This is an optimization exercise on Yosys and OpenROAD, whose aim is small area, not a production implementation.
At most, simulation tests tie the RTL to the original design; equivalence was not proved.
Power is estimated from default activity; no workload was simulated.

job 101:
## riscvCpu
module riscvCpu #(parameter PC_WIDTH = 32, INS_WIDTH = 32, REG_WIDTH = 32, IMMFULLWIDTH = 19, REG_ADDR_WIDTH = 5, TOTAL_REGS = 32) (
  input logic resetn,
  input logic clk,
  input logic [REG_WIDTH-1:0] regRdData1,
  input logic [REG_WIDTH-1:0] regRdData2,
  input logic [REG_WIDTH-1:0] memrdData,
  input logic [INS_WIDTH-1:0] InstrData,
  output logic [REG_ADDR_WIDTH-1:0] regWrAdr,
  output logic [REG_ADDR_WIDTH-1:0] regRdAdr1,
  output logic [REG_ADDR_WIDTH-1:0] regRdAdr2,
  output logic regWE,
  output logic [REG_WIDTH-1:0] regWrData,
  output logic [PC_WIDTH-1:0] memAdr,
  output logic [REG_WIDTH-1:0] memwrData,
  output logic memWE,
  output logic [PC_WIDTH-1:0] InstrAdr
);
Size: about 2000 cells after synthesis, about 310 flip-flops, about 17000 sq um of cells after synthesis.
==> flow/config.mk <==
export PLATFORM = sky130hd
export DESIGN_NAME = riscvCpu
export DESIGN_NICKNAME = riscvCpu
export VERILOG_FILES = /design/flow/design.v
export SDC_FILE = /design/flow/constraint.sdc
export NUM_CORES = 4
export LEC_CHECK = 0
export CAP_MARGIN = 0
export CORE_MARGIN = 2
export CORE_UTILIZATION = 55
export PLACE_DENSITY = 0.75
export SLEW_MARGIN = 0
==> flow/constraint.sdc <==
create_clock -name core_clock -period 9.0 [get_ports {clk}]
set_input_delay 1.8000 -clock core_clock [delete_from_list [all_inputs] [get_ports {clk}]]
set_output_delay 1.8000 -clock core_clock [all_outputs]
set_load 0.01 [all_outputs]
standard.sh (not shown) runs the stock make flow with config.mk's settings and CLKGATE_MAP_FILE= SYNTH_SCRIPT=/design/flow/synth_recipe.tcl, a recipe that flattens the netlist after the stock synthesis.
==> flow/flow/run.sh <==
#!/bin/bash
# Own layout flow: the standard ORFS flow (standard.sh) with these changes
# to how the layout is made:
#  * synthesis is the standard synthesis script, but adders are not
#    extracted into adder cells and ABC maps with an area-oriented script
#    (flow/synth.tcl, flow/abc_area.script); registers are unchanged;
#  * the input and output port buffers are the platform's smallest buffer
#    (sky130_fd_sc_hd__buf_1) instead of the delay buffer buffer_ports picks;
#  * clock tree synthesis inserts no dummy loads and builds the tree from
#    sky130_fd_sc_hd__clkbuf_4 and _8 buffers, in sink clusters of up to 16
#    within 60 um.
# make's full output goes to make_finish.log here; each ORFS step's log is
# copied here too.
set -euo pipefail
export FLOW_WORK="$PWD"
export FLOW_ABC_SCRIPT="$PWD/flow/abc_area.script"
bash standard.sh \
  "SYNTH_SCRIPT=$PWD/flow/synth.tcl" \
  "BUFFER_PORTS_ARGS=-buffer_cell sky130_fd_sc_hd__buf_1" \
  "CTS_ARGS=-sink_clustering_enable -repair_clock_nets -dont_use_dummy_load -buf_list {sky130_fd_sc_hd__clkbuf_4 sky130_fd_sc_hd__clkbuf_8} -sink_clustering_size 16 -sink_clustering_max_diameter 60" \
  finish > make_finish.log 2>&1
cp orfs/logs/sky130hd/riscvCpu/base/*.log . 2>/dev/null || true
==> flow/flow/abc_area.script <==
strash
&get -n
&st
&syn2
&dch -f
&nf -a -R 1000
&put
topo
dnsize -c
==> flow/flow/synth.tcl <==
# The standard synthesis (synth_recipe.tcl, sourced unchanged), with two
# changes to how the combinational logic is mapped: full and half adders are
# not extracted into the platform's adder cells (extract_fa does nothing), and
# Yosys's abc pass uses the area-oriented ABC script in abc_area.script instead
# of ORFS's script.
# Flip-flops are mapped before abc runs, so the registers, their names and
# their cell types are exactly those of the standard synthesis.
proc extract_fa {args} {
  puts "extract_fa: skipped, adders are mapped by abc"
}
proc abc {args} {
  set i [lsearch -exact $args -script]
  if { $i >= 0 } {
    set args [lreplace $args [expr {$i + 1}] [expr {$i + 1}] $::env(FLOW_ABC_SCRIPT)]
  }
  yosys abc {*}$args
}
source $::env(FLOW_WORK)/synth_recipe.tcl
### job 101 -> job 102
--- a/flow/design.v
+++ b/flow/design.v
@@ -130,41 +130,25 @@
   assign imm[0]     = (sI & e_ra2[0]) | (sS & e_rd[0]);
   assign imm[4:1]   = ({4{sI || sJ}} & e_ra2[4:1]) | ({4{sS || sB}} & e_rd[4:1]);
   assign imm[10:5]  = {6{!sU}} & e_f7[5:0];
   assign imm[11]    = ((sI || sS) & sgn) | (sB & e_rd[0]) | (sJ & e_ra2[0]);
   assign imm[19:12] = ({8{sU || sJ}} & {e_ra1, e_f3}) | ({8{!(sU || sJ)}} & {8{sgn}});
   assign imm[30:20] = ({11{sU}} & {e_f7[5:0], e_ra2}) | ({11{!sU}} & {11{sgn}});
   assign imm[31]    = sgn;
   logic [31:0] opd1, opd2;
   assign opd1 = e_rs1;
   assign opd2 = e_rs2;
   logic [29:0] pcb_hi;
   logic [31:0] pc_back, base, tgt;
-  always_comb begin : dec
-    logic [2:0] lo;
-    logic [6:0] gz;
-    logic       bk, bj;
-    lo = {1'b0, pc[3:2]} - {1'b0, e_n};
-    pcb_hi[1:0] = lo[1:0];
-    for (int k = 0; k < 7; k++) gz[k] = (pc[4*k+7 -: 4] == 4'd0);
-    for (int k = 0; k < 7; k++) begin
-      bk = lo[2];
-      for (int m = 0; m < k; m++) bk = bk & gz[m];
-      bj = bk;
-      for (int j = 0; j < 4; j++) begin
-        pcb_hi[4*k+2+j] = pc[4*k+4+j] ^ bj;
-        bj = bj & !pc[4*k+4+j];
-      end
-    end
-  end
+  bk_add #(30) u_back (.a(pc[31:2]), .b({28'hfffffff, ~e_n}), .cin(1'b1), .s(pcb_hi), .cout(), .p(), .g());
   assign pc_back = {pcb_hi, pc[1:0]};
   assign base = ({32{is_jalr || is_ld || is_st}} & opd1)
               | ({32{is_auipc || is_br || (is_jal && !e_j)}} & pc_back)
               | ({32{is_jal && e_j}} & badr);
   bk_add #(32) u_tgt (.a(base), .b(imm), .cin(1'b0), .s(tgt), .cout(), .p(), .g());
   assign memWE     = is_st;
   assign memwrData = opd2;
   assign memAdr    = (is_ld || is_st) ? tgt : 32'd0;
   logic        sub;
   logic [31:0] ain, bin, bx, sum, ap, ag;
   logic        cout, ult, eq, slt_s, btkn;
   assign ain = opd1;
--- outcome ---
Job 102 | stages: all done | timing, DRC, antenna: all pass. On cell area power density, job 102 and job 101 are basically level. Compared to job 101, job 102 has final cell area excluding filler cells about 2% lower. Die area essentially unchanged between job 102 and job 101. Job 102 improves on job 101 in setup slack. Sequential share of layout area is higher on job 102. Higher non-clock buffer count goes to job 101 over job 102. Looking at count of fill cells added during filler insertion across job 102 and job 101, the one that comes out higher is job 102. In the metrics for job 102 and job 101, the one carrying the higher post-layout minimum cycle time is job 101. Initial antenna violation count is lower on job 101. Combinational fraction of design power is lower on job 102. Higher layout-stage area growth over the synthesis result goes to job 101 over job 102. Job 102 vs job 101, share of synthesized cell area in and, or, nand and nor gates went down by 0.28 points.
The RTL of job 101 was laid out without a check of its function.

========
## north
riscvCpu, a different RTL version from the one above (not shown whole).
For scale: about 280 I/O pins.
==> module bk_add, before the edit <==
module bk_add #(parameter W = 32) (
  input  logic [W-1:0] a,
  input  logic [W-1:0] b,
  input  logic         cin,
  output logic [W-1:0] s,
  output logic         cout,
  output logic [W-1:0] p,
  output logic [W-1:0] g
);
  logic [W-1:0] gg, pp;
  assign p = a ^ b;
  assign g = a & b;
  localparam int LOG = $clog2(W);
  always_comb begin
    gg = g;
    pp = p;
    gg[0] = g[0] | (p[0] & cin);
    for (int k = 0; k < LOG; k++)
      for (int i = 0; i < W; i++)
        if ((i % (2 << k)) == (2 << k) - 1) begin
          gg[i] = gg[i] | (pp[i] & gg[i - (1 << k)]);
          pp[i] = pp[i] & pp[i - (1 << k)];
        end
    for (int k = LOG - 2; k >= 0; k--)
      for (int i = 0; i < W; i++)
        if ((i >= (3 << k) - 1) && ((i - ((3 << k) - 1)) % (2 << k)) == 0) begin
          gg[i] = gg[i] | (pp[i] & gg[i - (1 << k)]);
          pp[i] = pp[i] & pp[i - (1 << k)];
        end
  end
  assign s = p ^ {gg[W-2:0], cin};
  assign cout = gg[W-1];
endmodule
==> flow/config.mk <==
export PLATFORM = sky130hd
export DESIGN_NAME = riscvCpu
export DESIGN_NICKNAME = riscvCpu
export VERILOG_FILES = /design/flow/design.v
export SDC_FILE = /design/flow/constraint.sdc
export NUM_CORES = 4
export LEC_CHECK = 0
export CAP_MARGIN = 0
export CORE_MARGIN = 2
export CORE_UTILIZATION = 55
export SLEW_MARGIN = 0
==> flow/constraint.sdc <==
create_clock -name core_clock -period 9.0 [get_ports {clk}]
set_input_delay 1.8000 -clock core_clock [delete_from_list [all_inputs] [get_ports {clk}]]
set_output_delay 1.8000 -clock core_clock [all_outputs]
set_load 0.01 [all_outputs]
==> flow/flow/run.sh <==
#!/bin/bash
# Own layout flow: the standard ORFS flow (standard.sh) with these changes
# to how the layout is made:
#  * synthesis is the standard synthesis script with an area-oriented ABC
#    mapping script (flow/synth.tcl, flow/abc_area.script); registers are
#    unchanged;
#  * the input and output port buffers are the platform's smallest buffer
#    (sky130_fd_sc_hd__buf_1) instead of the delay buffer buffer_ports picks;
#  * clock tree synthesis inserts no dummy loads and builds the tree from
#    sky130_fd_sc_hd__clkbuf_4 and _8 buffers, in sink clusters of up to 16
#    within 60 um.
# make's full output goes to make_finish.log here; each ORFS step's log is
# copied here too.
set -euo pipefail
export FLOW_WORK="$PWD"
export FLOW_ABC_SCRIPT="$PWD/flow/abc_area.script"
bash standard.sh \
  "SYNTH_SCRIPT=$PWD/flow/synth.tcl" \
  "BUFFER_PORTS_ARGS=-buffer_cell sky130_fd_sc_hd__buf_1" \
  "CTS_ARGS=-sink_clustering_enable -repair_clock_nets -dont_use_dummy_load -buf_list {sky130_fd_sc_hd__clkbuf_4 sky130_fd_sc_hd__clkbuf_8} -sink_clustering_size 16 -sink_clustering_max_diameter 60" \
  finish > make_finish.log 2>&1
cp orfs/logs/sky130hd/riscvCpu/base/*.log . 2>/dev/null || true
==> flow/flow/synth.tcl <==
# The standard synthesis (synth_recipe.tcl, sourced unchanged), with one
# change: Yosys's abc pass maps the combinational logic with the
# area-oriented ABC script in abc_area.script instead of ORFS's script.
# Flip-flops are mapped before abc runs, so the registers, their names and
# their cell types are exactly those of the standard synthesis.
proc abc {args} {
  set i [lsearch -exact $args -script]
  if { $i >= 0 } {
    set args [lreplace $args [expr {$i + 1}] [expr {$i + 1}] $::env(FLOW_ABC_SCRIPT)]
  }
  yosys abc {*}$args
}
source $::env(FLOW_WORK)/synth_recipe.tcl
Scripts as last shown in full above: flow/flow/abc_area.script
### north -> south
diff --git a/flow/design.v b/flow/design.v
--- a/flow/design.v
+++ b/flow/design.v
@@ -225,13 +225,13 @@
   output logic [W-1:0] p,
   output logic [W-1:0] g
 );
   logic [W-1:0] gg, pp;
   assign p = a ^ b;
   assign g = a & b;
-  localparam int LOG = $clog2(W);
+  localparam int LOG = (W > 16) ? 5 : (W > 8) ? 4 : (W > 4) ? 3 : (W > 2) ? 2 : 1;
   always_comb begin
     gg = g;
     pp = p;
     gg[0] = g[0] | (p[0] & cin);
     for (int k = 0; k < LOG; k++)
       for (int i = 0; i < W; i++)
## What came out
The tap cell count of south and that of north are within noise of each other.
Diff north..south | post-synthesis async set-or-reset flop share | unchanged
Comparing north against south, there is no change at all in number of diodes.
The reported leakage power on north is in line with that on south.
south and north ended up with nearly the same wire length.
On number of flip-flops and latches, south and north are neck and neck.
south -> north: clock sink total delta 0, exact match
Status: worst reg-to-reg setup slack parity (south, north)
Only the layout flow was run in north; the RTL was not checked for function there.

re-timing with driven ports:
The results above use ideal ports. As a check the final layouts listed here were re-extracted and re-timed, cells and wires unchanged.
Step 1 (the two cells are an assumption about what drives the block):
set clk [get_ports {clk}]
set_driving_cell -lib_cell sky130_fd_sc_hd__clkbuf_16 $clk
set_driving_cell -lib_cell sky130_fd_sc_hd__buf_2 [delete_from_list [all_inputs] $clk]
Step 2 moves the port delays by t, midway between the first and last clock arrival at a register: inputs arrive t later, outputs are due t later. That takes back most of the time a late clock gives input paths.
Three values: ideal, step 1, step 2; two values: the first two.
| run | t, ns | setup slack, ns | pins driven straight from the clock port |
|---|---|---|---|
| job 101 | 0.647 | 0.218 / 0.164 / 0.583 | 1 |
| job 102 | 0.641 | 0.508 / 0.457 / 0.716 | 1 |
| north | 0.667 | 0.439 / 0.385 / 0.564 | 1 |
| south | 0.667 | 0.439 / 0.385 / 0.564 | 1 |
After both steps every run listed still meets setup and hold.
